Source: an optimization exercise on an open RTL-to-GDS flow (aim: small area, a short achievable clock period and few clock cycles per item). Production flows keep margins and buffers that such runs may drop.
Only the layout flow was run in this run; the RTL was not checked for function there.
Power and IR drop assume default switching activity.

### flow/standard.sh
#!/bin/bash
# synth_recipe.tcl (not shown) runs the flow's synth.tcl, then flattens the netlist and writes it again
# the make line also repeats each setting of config.mk as NAME=value (left out here)
make -C /OpenROAD-flow-scripts/flow DESIGN_CONFIG=/design/flow/config.mk WORK_HOME=/design/flow/orfs CLKGATE_MAP_FILE= SYNTH_SCRIPT=/design/flow/synth_recipe.tcl "${@:-finish}"
### flow/flow/run.sh
#!/bin/bash
set -euo pipefail
PRE=${PRE:-8.5}
POST=${POST:-9.8}
BUF="BUFFER_PORTS_ARGS=-buffer_cell sky130_fd_sc_hd__buf_2"
bash standard.sh synth > synth.log 2>&1
bash standard.sh SETUP_SLACK_MARGIN=$PRE "$BUF" place > place.log 2>&1
bash standard.sh SETUP_SLACK_MARGIN=$POST "$BUF" finish > finish.log 2>&1
### flow/constraint.sdc
create_clock -name core_clock -period 14.0 [get_ports {i_clk}]
set_input_delay 2.8000 -clock core_clock [delete_from_list [all_inputs] [get_ports {i_clk}]]
set_output_delay 2.8000 -clock core_clock [all_outputs]
set_load 0.01 [all_outputs]
### flow/config.mk
export PLATFORM = sky130hd
export DESIGN_NAME = Rsa256Core
export DESIGN_NICKNAME = Rsa256Core
export VERILOG_FILES = /design/flow/design.v
export SDC_FILE = /design/flow/constraint.sdc
export NUM_CORES = 4
export LEC_CHECK = 0
export ABC_CLOCK_PERIOD_IN_PS = 3500
export CAP_MARGIN = 30
export CORE_MARGIN = 2
export CORE_UTILIZATION = 50
export SETUP_SLACK_MARGIN = 0.6
export SLEW_MARGIN = 20
export SYNTH_HIERARCHICAL = 1
### flow/design.v
module Rsa256Core (
	input          i_clk,
	input          i_rst,
	input          i_start,
	input  [255:0] i_a,  
	input  [255:0] i_d,  
	input  [255:0] i_n,
	output [255:0] o_a_pow_d,  
	output         o_finished
);
localparam int W  = 260;    
localparam int NI = 129;    
localparam int J  = 4;      
localparam int RT = W / 2;  
localparam int CL = 132;    
localparam int NS = 4;      
localparam int SW = W / NS;
localparam logic [2:0] P_PRE  = 3'd0;
localparam logic [2:0] P_FIX  = 3'd1;
localparam logic [2:0] P_ONE  = 3'd2;
localparam logic [2:0] P_ZERO = 3'd3;
localparam logic [2:0] P_SQ   = 3'd4;
localparam logic [2:0] P_MUL  = 3'd5;
localparam logic [2:0] P_FIN  = 3'd6;
localparam logic [2:0] S_IDLE  = 3'd0;
localparam logic [2:0] S_ACT   = 3'd1;  
localparam logic [2:0] S_CONV  = 3'd2;  
localparam logic [2:0] S_WAIT  = 3'd3;  
localparam logic [2:0] S_CLEAN = 3'd4;  
logic         Nr1;       
logic [15:0]  Dr;        
logic [256:0] A;         
logic [W-1:0] M;         
logic [W-1:0] S, C;      
logic [2:0] st;
logic [2:0] pk;          
logic [7:0] cnt;         
logic [7:0] cnt1;        
logic [7:0] rc;          
logic [8:0] k;           
logic [7:0] e;           
logic [7:0] cl;          
logic       found, dzero, dvalid;
logic       neg;         
logic       allq;
logic       finish;
logic       mult, one, q1f, q2f;
logic [5:0] ctl [NS];    
logic [5:0] ctl_n;
logic       mq, y10, y11, y20;
assign o_finished = finish;
logic [W-1:0] Nw, Aw, Sg, y1, y2, n1, n2;
logic [W-1:0] aS, aCr, aC, bS, bCr, bC, rS, rC;
logic [W-1:0] cS, cCr, cC, dS, dCr, dC;
logic [NS-1:0] q1s, q2s;
logic         q1, q2;
for (genvar s = 0; s < NS; s++) begin : g_slice
	RsaCtlReg u_ctl (.clk(i_clk), .d(ctl_n), .q(ctl[s]));
	RsaQ u_q (.s0(S[0]), .s1(S[1]), .c0(C[0]), .c1(C[1]), .mq(mq), .y10(y10), .y11(y11),
	          .y20(y20), .nn1(~Nr1), .q1f(q1f), .q2f(q2f), .q1(q1s[s]), .q2(q2s[s]));
	for (genvar i = s * SW; i < (s + 1) * SW; i++) begin : g_bit
		assign Sg[i] = S[i] & !ctl[s][5];
		assign y1[i] = (ctl[s][4] & M[i]) | (ctl[s][3] & Aw[i]) | (i == 0 && one);
		assign y2[i] = (ctl[s][2] & M[i]) | (ctl[s][1] & Aw[i]);
		assign n1[i] = (q1s[s] & Nw[i]) | (ctl[s][0] & !Nw[i]);
		assign n2[i] = q2s[s] & Nw[i];
	end
end
assign q1 = q1s[0];
assign q2 = q2s[0];
always_comb begin
	Nw  = {{(W-256){1'b0}}, i_n};
	Aw  = {{(W-257){1'b0}}, A};
	aC  = {aCr[W-2:0], aCr[W-1]};
	bC  = {bCr[W-2:0], bCr[W-1]};
	rS  = {bS[0], bS[W-1:1]};
	rC  = {bC[0], bC[W-1:1]};
	cC  = {cCr[W-2:0], cCr[W-1]};
	dC  = {dCr[W-2:0], dCr[W-1]};
end
for (genvar i = 0; i < W; i++) begin : g_csa
	RsaFa fa_a (.a(Sg[i]), .b(C[i]),  .c(y1[i]), .s(aS[i]), .co(aCr[i]));
	RsaFa fa_b (.a(aS[i]), .b(aC[i]), .c(n1[i]), .s(bS[i]), .co(bCr[i]));
	RsaFa fa_c (.a(rS[i]), .b(rC[i]), .c(y2[i]), .s(cS[i]), .co(cCr[i]));
	RsaFa fa_d (.a(cS[i]), .b(cC[i]), .c(n2[i]), .s(dS[i]), .co(dCr[i]));
end
always_ff @(posedge i_clk) begin
	S <= {dS[0], dS[W-1:1]};
	C <= {dC[0], dC[W-1:1]};
end
logic [W-1:0] Srot;
assign Srot = {S[W-1-2*J:0], S[W-1:W-2*J]};
logic Czero, cap;
assign Czero = ~|C;
assign cap   = (st == S_CONV) && (rc == J) && Czero;
logic [W-1:0] Sout;
assign Sout = {S[W-3-2*J:0], S[W-1:W-2-2*J]};
assign o_a_pow_d = Sout[255:0];
logic Dbit;
assign Dbit = Dr[e[7:4]];
always_ff @(posedge i_clk) begin
	for (int j = 0; j < 16; j++) Dr[j] <= i_d[16*j + e[3:0]];
	Nr1 <= i_n[1];
end
logic ldA;
assign ldA = cap && (pk == P_PRE || pk == P_FIX);
always_ff @(posedge i_clk) begin
	if (cap) M <= Srot;
	if (st == S_IDLE) A <= {1'b0, i_a};
	else if (ldA) A <= Srot[256:0];
end
logic [2:0] nxt_after_pre;
always_comb begin
	if (dzero)        nxt_after_pre = P_ONE;
	else if (e == 0)  nxt_after_pre = P_FIN;
	else              nxt_after_pre = P_SQ;
end
logic [1:0] xnext, mn, an;
always_comb begin
	if (st == S_ACT) xnext = {M[{cnt1, 1'b1}], M[{cnt1, 1'b0}]};
	else if (cap)    xnext = Srot[1:0];
	else             xnext = M[1:0];
	mn = cap ? Srot[1:0] : M[1:0];
	an = ldA ? Srot[1:0] : A[1:0];
end
logic       go;      
logic [2:0] gok;     
logic       gneg;    
always_comb begin
	go = 1'b0; gok = P_PRE; gneg = neg;
	if (st == S_IDLE) begin
		go = i_start && cl == CL; gok = P_PRE; gneg = 1'b0;
	end else if (st == S_CLEAN) begin
		go = cl == CL; gok = P_PRE; gneg = 1'b0;
	end else if (st == S_WAIT) begin
		go = found; gok = nxt_after_pre;
	end else if (cap) begin
		gneg = Srot[W-1];
		go = 1'b1;
		case (pk)
		P_PRE: begin
			if (k != 9'd257)   gok = P_PRE;
			else if (Srot[W-1]) gok = P_FIX;
			else begin go = found; gok = nxt_after_pre; end
		end
		P_FIX: begin go = found; gok = nxt_after_pre; end
		P_SQ: begin
			if (Dbit)         gok = P_MUL;
			else if (e == 0)  gok = P_FIN;
			else              gok = P_SQ;
		end
		P_MUL: gok = (e == 0) ? P_FIN : P_SQ;
		P_FIN: begin go = allq; gok = P_ZERO; end
		default: go = 1'b0;  
		endcase
	end
end
logic       n_mult, n_x1M, n_x1A, n_x2M, n_x2A;
logic       n_yM;    
always_comb begin
	n_mult = 1'b0; n_x1M = 1'b0; n_x1A = 1'b0; n_x2M = 1'b0; n_x2A = 1'b0;
	n_yM = 1'b1;
	if (go && (gok == P_SQ || gok == P_MUL || gok == P_FIN)) begin
		n_mult = 1'b1;
		n_yM = gok != P_MUL;
		if (gok == P_FIN) n_x1M = 1'b1;
		else begin
			n_x1M = xnext[0] & n_yM;
			n_x1A = xnext[0] & !n_yM;
			n_x2M = xnext[1] & n_yM;
			n_x2A = xnext[1] & !n_yM;
		end
	end else if (st == S_ACT && cnt != NI - 1) begin
		n_mult = 1'b1;
		n_yM = pk != P_MUL;
		if (pk != P_FIN) begin
			n_x1M = xnext[0] & n_yM;
			n_x1A = xnext[0] & !n_yM;
			n_x2M = xnext[1] & n_yM;
			n_x2A = xnext[1] & !n_yM;
		end
	end
end
logic n_pre, n_pre_a;
always_comb begin
	n_pre   = go && gok == P_PRE;
	n_pre_a = n_pre && (st == S_IDLE || st == S_CLEAN);
	ctl_n = '0;
	if (!i_rst) begin
		ctl_n[5] = go;                                               
		ctl_n[4] = (n_mult & n_x1M) | (go && gok == P_FIX);          
		ctl_n[3] = n_x1A;                                            
		ctl_n[2] = (n_mult & n_x2M) | (n_pre & !n_pre_a);            
		ctl_n[1] = n_x2A | n_pre_a;                                  
		ctl_n[0] = n_pre & !gneg;                                    
	end
end
always_ff @(posedge i_clk) begin
	finish <= 1'b0;
	mult <= n_mult;
	one  <= go && gok == P_ONE;
	q1f  <= n_pre && gneg;
	q2f  <= go && gok == P_FIX;
	mq  <= n_mult & !go;
	y10 <= (n_x1M & mn[0]) | (n_x1A & an[0]);
	y11 <= (n_x1M & mn[1]) | (n_x1A & an[1]);
	y20 <= (n_x2M & mn[0]) | (n_x2A & an[0]);
	if (cl != CL) cl <= cl + 8'd1;
	if (st != S_IDLE && !found) begin
		if (dvalid) begin
			if (Dbit) found <= 1'b1;
			else if (e == 0) begin found <= 1'b1; dzero <= 1'b1; end
			else begin e <= e - 8'd1; dvalid <= 1'b0; end
		end else dvalid <= 1'b1;
	end
	case (st)
	S_ACT: begin
		if (cnt == NI - 1) begin
			st <= S_CONV; rc <= 8'd0;
		end else begin
			cnt <= cnt + 8'd1;
			cnt1 <= cnt1 + 8'd1;
		end
		if (pk == P_FIN) allq <= allq & q1 & q2;
	end
	S_CONV: begin
		rc <= (rc == RT - 1) ? 8'd0 : rc + 8'd1;
		if (cap) begin
			neg <= Srot[W-1];
			if (pk == P_PRE) k <= k + 9'd1;
			if (!go) begin
				st <= (pk == P_PRE || pk == P_FIX) ? S_WAIT : S_IDLE;
				finish <= !(pk == P_PRE || pk == P_FIX);
			end
		end
	end
	default: ;
	endcase
	if (go) begin
		pk  <= gok;
		if (gok == P_SQ || gok == P_MUL || gok == P_FIN) begin
			st   <= S_ACT;
			cnt  <= 8'd0;
			cnt1 <= 8'd1;
			allq <= 1'b1;
			if (gok == P_SQ) e <= e - 8'd1;
		end else begin
			st <= S_CONV;
			rc <= 8'd0;
		end
	end
	if (st == S_IDLE && i_start) begin
		k <= 9'd0; e <= 8'd255; found <= 1'b0; dzero <= 1'b0; dvalid <= 1'b0; neg <= 1'b0;
		if (cl != CL) st <= S_CLEAN;
	end
	if (i_rst) begin
		st <= S_IDLE;
		finish <= 1'b0;
		cl <= 8'd0;
		mult <= 1'b0; one <= 1'b0; q1f <= 1'b0; q2f <= 1'b0;
		mq <= 1'b0; y10 <= 1'b0; y11 <= 1'b0; y20 <= 1'b0;
	end
end
endmodule
module RsaCtlReg (
	input              clk,
	input        [5:0] d,
	output logic [5:0] q
);
always_ff @(posedge clk) q <= d;
endmodule
module RsaQ (
	input  s0, s1, c0, c1, mq, y10, y11, y20, nn1, q1f, q2f,
	output q1, q2
);
logic q1m;
assign q1m = (mq & (s0 ^ c0)) ^ y10;
assign q1  = q1m | q1f;
assign q2  = ((mq & (s1 ^ c1)) ^ y11 ^ ((mq & s0 & c0) | (mq & (s0 | c0) & y10))
             ^ (q1m & nn1) ^ y20) | q2f;
endmodule
module RsaFa (
	input  a,
	input  b,
	input  c,
	output s,
	output co
);
assign s  = a ^ b ^ c;
assign co = (a & b) | (a & c) | (b & c);
endmodule
==> notes.md <==
## cells in the mapped netlist (39+ instances only)
cell      count  area (um^2)
mux2_2      260         2930
and2_1      268         1680
nor2_1       81          304
a22o_1      514         4500
edfxtp_1    519        15600
dfxtp_1     627        12600
nor2b_1     266         1660
nor4_1       82          513
nand2_1     809         3040
mux4_2      136         3060
clkbuf_1    272         1020
mux2i_1      39          390
fa_1       1040        20800
buf_4       259         1940
## cells in the final DEF, fill, tap and decap left out, types with 14 or more instances in the layout
| master | synthesis | routed |
|---|---|---|
| edfxtp_1 | 519 | 519 |
| a21oi_1 | 36 | 36 |
| mux2_2 | 260 | 260 |
| a22oi_1 | 17 | 17 |
| xor2_1 | 15 | 15 |
| xnor2_1 | 26 | 26 |
| clkinv_2 | 0 | 15 |
| nor2b_1 | 266 | 264 |
| mux4_2 | 136 | 136 |
| clkbuf_16 | 0 | 144 |
| buf_6 | 7 | 22 |
| inv_1 | 30 | 30 |
| diode_2 | 0 | 34 |
| nand2_1 | 809 | 808 |
| dfxtp_4 | 0 | 89 |
| nor4_1 | 82 | 63 |
| buf_4 | 259 | 82 |
| nor2_1 | 81 | 77 |
| a22o_1 | 514 | 514 |
| and2_1 | 268 | 268 |
| dfxtp_2 | 0 | 186 |
| buf_2 | 11 | 986 |
| clkbuf_1 | 272 | 40 |
| ha_1 | 15 | 15 |
| dfxtp_1 | 627 | 352 |
| fa_1 | 1040 | 1040 |
| nand3_1 | 31 | 31 |
| nand4_1 | 26 | 26 |
| o21ai_0 | 26 | 26 |
| mux2i_1 | 39 | 39 |
| clkinv_1 | 0 | 19 |
| nor4_2 | 2 | 16 |
| nand2b_1 | 18 | 14 |
## metal layers
| layer | part of all wire [%] | vias up | GRT usage, % | routed length (um) |
|---|---|---|---|---|
| li1 | - | 20800 | - | - |
| met1 | 40 | 26800 | 49.5 | 108000 |
| met2 | 46 | 2779 | 55.7 | 124000 |
| met3 | 9.9 | 493 | 9.34 | 26900 |
| met4 | 4.6 | 20 | 15.3 | 12400 |
| met5 | 0.042 | - | 0 | 115 |
## layout make-up
type / instances / share of cell area, %
Inverter: 30 / 0.134
Sequential cell: 1146 / 34.1
Antenna cell: 34 / 0.101
Timing Repair Buffer: 1112 / 7.37
Clock inverter: 58 / 0.694
Clock buffer: 197 / 4.67
Tap cell: 1917 / 2.85
Multi-Input combinational cell: 3877 / 50.1
## flip-flops by register name, summed over array words and instances, names as in the netlist, 3 cells and up
register	count
C	260
M	260
S	260
A	257
g_slice.u_ctl.q	24
Dr	16
k	9
cl	8
cnt1	8
cnt	8
e	8
rc	8
pk	3
st	3
## logic make-up (layout without fill, tap and decap cells)
kind of cell,after synthesis,in the layout,synth area share [%]
AO/OA/AOI/OAI,658,659,7.46
XOR/XNOR,45,45,0.579
adder cells (fa/ha/maj),1055,1055,28.7
buffers and inverters,621,1397,4.65
flip-flops,1146,1146,38.4
multiplexers,439,439,8.79
other,1,38,0.00512
AND/OR/NAND/NOR,1673,1675,11.4
## per-stage QoR
step	utilization [%]	hold slack (ns)	power, mW	worst slack [ns]
2_1_floorplan	-	0.401	7.15	8.32
3_3_place_gp	53.7	0.437	8.24	7.79
3_5_place_dp	53.8	0.437	8.30	8.05
4_1_cts	57.6	0.453	12.2	9.80
5_1_grt	57.8	0.480	12.8	9.75
6_report	57.8	0.453	12.2	9.77
## path summary, 6_finish.rpt
path              slack [ns]    start  endpoint  depth (start not counted)
setup reg to reg        9.93    rc[0]     A[38]                         11
setup / recovery        9.77  i_n[56]     S[54]                          5
hold reg to reg         0.45   S[246]    M[254]                          0
hold / removal          0.45   S[246]    M[254]                          0
## repair_timing
action / in CTS / in global routing
setup buffers: 14 / 5
gates cloned: 3 / 1
pin swaps: 5 / 6
gates resized for setup: 416 / 25
setup endpoints to repair: 747 / 393
## per-module statistics from Yosys, one instance, submodules excluded
module	times used	flops+latches
RsaQ	4	0
RsaFa	1040	0
Rsa256Core	1	1122
RsaCtlReg	4	6
## report_power, final
group / leakage, nW / total [mW] / switching, mW / internal [mW]
Combinational: 25.8 / 3.35 / 1.88 / 1.47
Sequential: 10.3 / 5.17 / 0.868 / 4.30
Clock: 2.19 / 3.66 / 1.52 / 2.14
==> notes.md <==
IR analysis of the VDD net gives a maximum drop of 0.143 mV. The total number of clock tree sinks came out at about 1.1k. The critical path goes through buf_2 > mux2_2 > fa_1 > fa_1 > fa_1. The cell repeated most along the worst path is fa_1.

The post-CTS clock slew at the launch and capture registers of the worst setup and hold paths is 0.06 ns. The routability congestion estimate came out at 0.986. For this design the top-level I/O count stands at just over 1k. The routed layout has 50.9k vias. The full die area is 150000 um^2. No sink is reached through more buffers than the 3 on the longest clock path. The clock latency of the later-clocked register in the worst-skew pair is 0.79 ns. The number of nets in the layout is 8131.

The global-route total usage across every layer came out at between 30% and 40%. The launching element type of the critical path is a primary input. For this run, the leading register cell type out of synthesis is dfxtp_1. The flow ran to the end and the layout has no timing, DRC or antenna violations. During synthesis, Yosys emitted a total of 9 warnings. The number of placed instances, taps included, is 8057.

The x dimension of the die came out at 387 um. For this run, design rule violations remaining after detail routing come to 0. The mapped netlist covers 73300 um^2.

The final total negative setup slack is 0 ns. Once layout is done, the placed cells without fillers occupy 84200 um^2. The sum of overflow across all layers after global routing is 0. Buffers placed on the I/O ports in this run total just over 1k. The tool flagged a number of max-cap violations equal to 0.

The fill cell instance count of the final layout came out at 12.0k. The wire length of the first global-routing pass is 390000 um. The initial core utilization came out at between 50 and 60%.

The final HPWL from detailed placement came out at slightly below 200000 um. The CTS tree is yes. The pin count of the biggest net entering global routing is 83. The clock root buffer is clkbuf_16.

The slowest stage of the critical path is the fa_1 cell. The multi-input combinational cells in the finished layout cover a total of 42100 um^2. The largest single stage delay on the critical path is 0.56 ns. The count of antenna-violating nets left after detailed routing came out at 0. STA classifies the critical path endpoint as a register. The number of setup violations in the final report came out at 0. The worst slew margin relative to its limit came out at 27.8%.

The worst hold path belongs to the class register to register. The gate count after technology mapping is about 5.6k. The area growth from synthesis to layout is 14.9%.

The number of global-route vias before repair is 53.7k. In this run, synthesis produced a sequential element count of 1146. The actual transition at the worst max-transition pin is 1.08 ns.

The post-route clock skew came out at 0.0400 ns. The mean number of vias per cell came out at 6.08. The required time of the worst setup path came out at 14.65 ns. The total buffers and inverters traversed by the critical path came out at 1. The count of final max-slew check failures came out at 0. The final critical path takes up a little under a third of the cycle. The initial antenna violation count was 59. The family with the most delay on the worst path is adder cells. The reported leakage power is 38.3 nW.

Counting flops with an async set or reset pin after synthesis yields a share of 0%. Summed over all layers, the routed wires come to approximately 270000 um. The count of hold-fix buffers inserted at cts is 0. In this run the number of H-tree levels came out at 4. The floorplan die height is 387 um.

The share of cells above drive strength 1 came out at 32.1%. The average cell area after synthesis is 13.0 um^2. In this run, the number of DRC markers left after iteration 0 of detailed routing was 4896. In this run the worst path has a maximum fanout of 2. The initialized floorplan defines 140 standard-cell rows. The total iterations of the first detailed-routing run came out at 5.

The routed length per placed instance is approximately 32 um. Setup repair after global routing could not meet its margin everywhere. The flip-flop and latch area is 28700 um^2. The critical path class is primary input to register. The CTS buffer count came out at 138. The post-place instance area came out at 78300 um^2. The number of endpoints with negative hold slack in the final report is 0. The power density relative to cell area came out at roughly 140 nW/um^2. The share of the yosys chip area belonging to registers is between 30% and 40%. The post-layout instance count excluding filler cells came out at 8371. The number of synthesized flops with an enable pin came out at 519. The timing-limited maximum frequency came out at 237 MHz.

At the worst endpoint, the arrival time is just under 5 ns. The clock period minus worst slack is 4.23 ns. After floorplanning, the core was sized to cover 146000 um^2. The number of library cell types mapped by synthesis came out at 79.

[afterwards: timing with drivers on the ports]
Ports are ideal in the flow. The routed layout listed here was re-timed in OpenROAD.
Step 1: set_driving_cell puts a clkbuf_16 on i_clk and a buf_2 on each other input, an assumption about the parent block.
Step 2 times the ports against the registers' clock, not the clock port: input delays grow and output delays shrink by t, the midpoint of the rising clock arrivals with the driver on.
Slacks: ideal ports / drivers / drivers and shift; pairs: ideal ports / drivers.
t, ns: 0.864
slack for setup (ns): 9.773 / 9.731 / 8.891
worst hold slack (ns): 0.453 / 0.453 / 0.453
worst setup path after step 2: input to register
After both steps setup and hold are still met in this run. The setup slack of this run moves by -0.042 ns with the drivers and by -0.882 ns with both steps.
